Context: an optimization exercise on an open-source flow, tuned for small area and a short achievable clock period. The choices shown serve that exercise and are no tape-out recipe.
The RTL was checked by simulation tests, not by an equivalence proof against the original design.
Power is estimated from default activity; no workload was simulated.

==> inputs of trial 77 <==
## cpu
module cpu(
    output [31:0] pc,
    input [31:0] instr,
    output [31:0] dmem_rw_addr,
    output [31:0] rs2_data,
    output dmem_w_en,
    output [2:0] funct3,
    input [31:0] dmem_r_data,
    input int_req,
    input clock,
    output reg_w_en,
    input reset
);
clock: 15.0 ns
lec_check: 0
cap_margin: 20
core_margin: 2
core_utilization: 40
slew_margin: 20
synth_hierarchical: 1
synth_minimum_keep_size: 0
standard.sh (not shown) runs the stock make flow with config.mk's settings and CLKGATE_MAP_FILE= SYNTH_SCRIPT=/design/flow/synth_recipe.tcl, a recipe that flattens the netlist after the stock synthesis.
==> flow/flow/run.sh <==
#!/bin/bash
# The standard layout (the make command of standard.sh), with extra ORFS
# variables from flow/extra.txt (one VAR=VALUE per line) appended to the make
# command line. Each tool's output stays in the ORFS logs under orfs/logs/;
# make's own output goes to flow_make.log.
set -euo pipefail
line=$(grep -E '^make -C ' standard.sh)
line=${line% \"\$\{@:-finish\}\"}
eval "args=(${line#make })"
while IFS= read -r kv; do
  [[ -z "$kv" ]] && continue
  args+=("$kv")
done < flow/extra.txt
printf '%q ' make "${args[@]}" finish > make_cmd.txt
echo >> make_cmd.txt
make "${args[@]}" finish > flow_make.log 2>&1
# write the final DEF as standard.sh does after finish
sed -n '/^if \[\[ -f /,/^fi/p' standard.sh > write_def.sh
grep -q write_def write_def.sh
bash write_def.sh > write_def.log 2>&1
==> flow/flow/extra.txt <==
SETUP_SLACK_MARGIN=5
CTS_ARGS=-sink_clustering_enable -repair_clock_nets -dont_use_dummy_load -sink_clustering_size 18 -sink_clustering_max_diameter 80 -buf_list sky130_fd_sc_hd__clkbuf_16
BUFFER_PORTS_ARGS=-buffer_cell sky130_fd_sc_hd__buf_1
==> build 93: changes against trial 77 <==
--- a/flow/design.v
+++ b/flow/design.v
@@ -877,44 +877,30 @@
     endgenerate
 endmodule
 module csr_unit(
     input clock,
     input we,                
     input [2:0] f3,
     input [4:0] zimm,
     input [31:0] rs1_data,
-    input [31:0] rs1_n,      
     output reg [31:0] mscratch);
-    wire [4:0] src = f3[2] ? zimm : rs1_data[4:0];
-    reg  [4:0] nlo;
+    wire [31:0] src = f3[2] ? {27'h0, zimm} : rs1_data;
+    reg  [31:0] nxt;
     always @(*) begin
         case (f3[1:0])
-            2'b01: nlo = src;
-            2'b10: nlo = mscratch[4:0] | src;
-            2'b11: nlo = mscratch[4:0] & ~src;
-            default: nlo = 5'h0;
+            2'b01: nxt = src;
+            2'b10: nxt = mscratch | src;
+            2'b11: nxt = mscratch & ~src;
+            default: nxt = 32'h0;
         endcase
     end
-    wire c01 = (f3[1:0] == 2'b01), c10 = (f3[1:0] == 2'b10), c11 = (f3[1:0] == 2'b11);
-    wire A  = (c01 | c10) & ~f3[2];
-    wire Bn = ~(c10 | (c11 & f3[2]));
-    wire C  = c11 & ~f3[2];
-    wire [31:5] n1, inner, nhi;
-    genvar i;
-    generate
-        for (i = 5; i < 32; i = i + 1) begin : g_hi
-            c_nand2 u1(.a(C), .b(rs1_n[i]), .y(n1[i]));
-            c_nand2 u2(.a(Bn), .b(n1[i]), .y(inner[i]));
-            rf_hold u3(.we(A), .we_n(inner[i]), .d(rs1_data[i]), .q(mscratch[i]), .y(nhi[i]));
-        end
-    endgenerate
     always @(posedge clock)
         if (we)
-            mscratch <= {nhi, nlo};
+            mscratch <= nxt;
 endmodule
 module wb_mux(
     input s_load, input s_sum, input s_sl, input s_sr, input s_p, input s_g,
     input s_lui, input s_auipc, input s_link, input s_ms, input s_mepc,
     input [31:0] load, input [31:0] sum, input [31:0] sl, input [31:0] sr,
     input [31:0] p, input [31:0] g, input [31:12] lui, input [31:1] auipc,
     input [31:1] link, input [31:0] ms, input [31:1] mepc,
     input [7:0] kc,          
@@ -1089,17 +1075,17 @@
     wire s_mepc = is_csr & (csr_a == 12'h341);
     wire s300   = is_csr & (csr_a == 12'h300);
     wire s304   = is_csr & (csr_a == 12'h304);
     wire s305   = is_csr & (csr_a == 12'h305);
     wire s342   = is_csr & (csr_a == 12'h342);    
     wire s343   = is_csr & (csr_a == 12'h343);    
     wire [31:0] mscratch;
     csr_unit csr(.clock(clock), .we(s_ms), .f3(f3), .zimm(rs1),
-                 .rs1_data(rs1_data), .rs1_n(rs1_n), .mscratch(mscratch));
+                 .rs1_data(rs1_data), .mscratch(mscratch));
     wire a_add  = (f3 == 3'b000) | ((f3 == 3'b101) & ~f7_zero & ~f7_alt);
     wire s_sum  = is_alu & a_add;
     wire s_sl   = is_alu & (f3 == 3'b001);
     wire s_slt  = is_alu & (f3 == 3'b010);
     wire s_sltu = is_alu & (f3 == 3'b011);
     wire s_xor  = is_alu & (f3 == 3'b100);
     wire s_sr   = is_alu & (f3 == 3'b101) & ~a_add;
     wire s_or   = is_alu & (f3 == 3'b110);
==> flow/flow/extra.txt (replaced) <==
SETUP_SLACK_MARGIN=5
CTS_ARGS=-sink_clustering_enable -repair_clock_nets -dont_use_dummy_load -sink_clustering_size 18 -sink_clustering_max_diameter 80 -buf_list sky130_fd_sc_hd__clkbuf_16
BUFFER_PORTS_ARGS=-buffer_cell sky130_fd_sc_hd__buf_2
- CORE_UTILIZATION: 40 -> 45
==> trial 80: changes against trial 77 <==
--- a/flow/design.v
+++ b/flow/design.v
@@ -877,44 +877,30 @@
     endgenerate
 endmodule
 module csr_unit(
     input clock,
     input we,                
     input [2:0] f3,
     input [4:0] zimm,
     input [31:0] rs1_data,
-    input [31:0] rs1_n,      
     output reg [31:0] mscratch);
-    wire [4:0] src = f3[2] ? zimm : rs1_data[4:0];
-    reg  [4:0] nlo;
+    wire [31:0] src = f3[2] ? {27'h0, zimm} : rs1_data;
+    reg  [31:0] nxt;
     always @(*) begin
         case (f3[1:0])
-            2'b01: nlo = src;
-            2'b10: nlo = mscratch[4:0] | src;
-            2'b11: nlo = mscratch[4:0] & ~src;
-            default: nlo = 5'h0;
+            2'b01: nxt = src;
+            2'b10: nxt = mscratch | src;
+            2'b11: nxt = mscratch & ~src;
+            default: nxt = 32'h0;
         endcase
     end
-    wire c01 = (f3[1:0] == 2'b01), c10 = (f3[1:0] == 2'b10), c11 = (f3[1:0] == 2'b11);
-    wire A  = (c01 | c10) & ~f3[2];
-    wire Bn = ~(c10 | (c11 & f3[2]));
-    wire C  = c11 & ~f3[2];
-    wire [31:5] n1, inner, nhi;
-    genvar i;
-    generate
-        for (i = 5; i < 32; i = i + 1) begin : g_hi
-            c_nand2 u1(.a(C), .b(rs1_n[i]), .y(n1[i]));
-            c_nand2 u2(.a(Bn), .b(n1[i]), .y(inner[i]));
-            rf_hold u3(.we(A), .we_n(inner[i]), .d(rs1_data[i]), .q(mscratch[i]), .y(nhi[i]));
-        end
-    endgenerate
     always @(posedge clock)
         if (we)
-            mscratch <= {nhi, nlo};
+            mscratch <= nxt;
 endmodule
 module wb_mux(
     input s_load, input s_sum, input s_sl, input s_sr, input s_p, input s_g,
     input s_lui, input s_auipc, input s_link, input s_ms, input s_mepc,
     input [31:0] load, input [31:0] sum, input [31:0] sl, input [31:0] sr,
     input [31:0] p, input [31:0] g, input [31:12] lui, input [31:1] auipc,
     input [31:1] link, input [31:0] ms, input [31:1] mepc,
     input [7:0] kc,          
@@ -1089,17 +1075,17 @@
     wire s_mepc = is_csr & (csr_a == 12'h341);
     wire s300   = is_csr & (csr_a == 12'h300);
     wire s304   = is_csr & (csr_a == 12'h304);
     wire s305   = is_csr & (csr_a == 12'h305);
     wire s342   = is_csr & (csr_a == 12'h342);    
     wire s343   = is_csr & (csr_a == 12'h343);    
     wire [31:0] mscratch;
     csr_unit csr(.clock(clock), .we(s_ms), .f3(f3), .zimm(rs1),
-                 .rs1_data(rs1_data), .rs1_n(rs1_n), .mscratch(mscratch));
+                 .rs1_data(rs1_data), .mscratch(mscratch));
     wire a_add  = (f3 == 3'b000) | ((f3 == 3'b101) & ~f7_zero & ~f7_alt);
     wire s_sum  = is_alu & a_add;
     wire s_sl   = is_alu & (f3 == 3'b001);
     wire s_slt  = is_alu & (f3 == 3'b010);
     wire s_sltu = is_alu & (f3 == 3'b011);
     wire s_xor  = is_alu & (f3 == 3'b100);
     wire s_sr   = is_alu & (f3 == 3'b101) & ~a_add;
     wire s_or   = is_alu & (f3 == 3'b110);
==> flow/flow/extra.txt (replaced) <==
SETUP_SLACK_MARGIN=5
CTS_ARGS=-sink_clustering_enable -repair_clock_nets -dont_use_dummy_load -sink_clustering_size 18 -sink_clustering_max_diameter 80 -buf_list sky130_fd_sc_hd__clkbuf_16
BUFFER_PORTS_ARGS=-buffer_cell sky130_fd_sc_hd__buf_2
==> run_results.csv <==
group,metric,value,unit
global_route,grt_util_met1,49.2,%
final_layout,multi_input_area,30800,µm²
pwr,combinationalPowerShare,7.7,%
setup_path,cp_common_cell,"a21oi_2",
setup_path,slowest_stage,"nand4_1",
synthesis,syn_area_per_cell,10.8,µm²
final_layout,nNonClkBuffers,466,
routing,dr_wl_met3,39.7,mm
timing,fmax,98.4,MHz
final_layout,utilization,47.0,%
pwr,switching_share,25.6,%
clock_tree,postCtsSetupRepairBufs,35,
synthesis,mappedNetlistArea,53100,µm²
run_status,status,"no timing/DRC/antenna violations",
# the run above: trial 77

==> run_results.csv <==
group,metric,value,unit
run_status,status,"no timing/DRC/antenna violations",
pwr,combinationalPowerShare,7.9,%
synthesis,mappedNetlistArea,53400,µm²
setup_path,slowest_stage,"a222oi_1",
routing,dr_wl_met3,42.7,mm
pwr,switching_share,25.8,%
final_layout,nNonClkBuffers,456,
global_route,grt_util_met1,56.8,%
timing,fmax,99.2,MHz
final_layout,multi_input_area,31100,µm²
setup_path,cp_common_cell,"a21oi_2",
# the run above: build 93

==> run_results.csv <==
group,metric,value,unit
setup_path,critPathBufInv,4,
synthesis,syn_area_per_cell,10.8,µm²
pwr,p_clk,0.00193,W
final_layout,multi_input_area,31000,µm²
final_layout,nNonClkBuffers,424,
timing,fmax,98.5,MHz
timing,hold_viol,0,
pwr,combinationalPowerShare,7.8,%
setup_path,cp_common_cell,"buf_4",
routing,dr_wl_met3,37.1,mm
final_layout,utilization,46.4,%
run_status,status,"no timing/DRC/antenna violations",
min_path,hold_path.class,"flop to flop",
global_route,grt_util_met1,49.3,%
# the run above: trial 80

port drivers added, routing unchanged:
Ports are ideal in the flow. The routed layouts listed here were re-timed in OpenROAD. Step 1 assumes that a clkbuf_16 drives the clock port and a buf_2 every other input. Step 2 moves the port delays by t, midway between the first and last clock arrival at a register: inputs arrive t later, outputs are due t later. That takes back most of the time a late clock gives input paths. Three values: ideal, step 1, step 2; two values: the first two.
run	t, ns	setup slack, ns	hold slack, ns	latest minus earliest clock arrival (ns)	worst data-port slew with drivers (ns)
trial 77	0.754	4.834 / 4.808 / 4.353	0.466 / 0.466 / 0.466	0.090 / 0.089	0.08
build 93	0.754	4.915 / 4.870 / 4.302	0.498 / 0.498 / 0.498	0.106 / 0.106	0.11
trial 80	0.774	4.843 / 4.811 / 4.300	0.496 / 0.496 / 0.496	0.096 / 0.096	0.07
After both steps setup and hold are still met in every run listed. For build 93, which loses most, drivers alone change the setup slack by -0.045 ns; drivers and shift together by -0.613 ns.
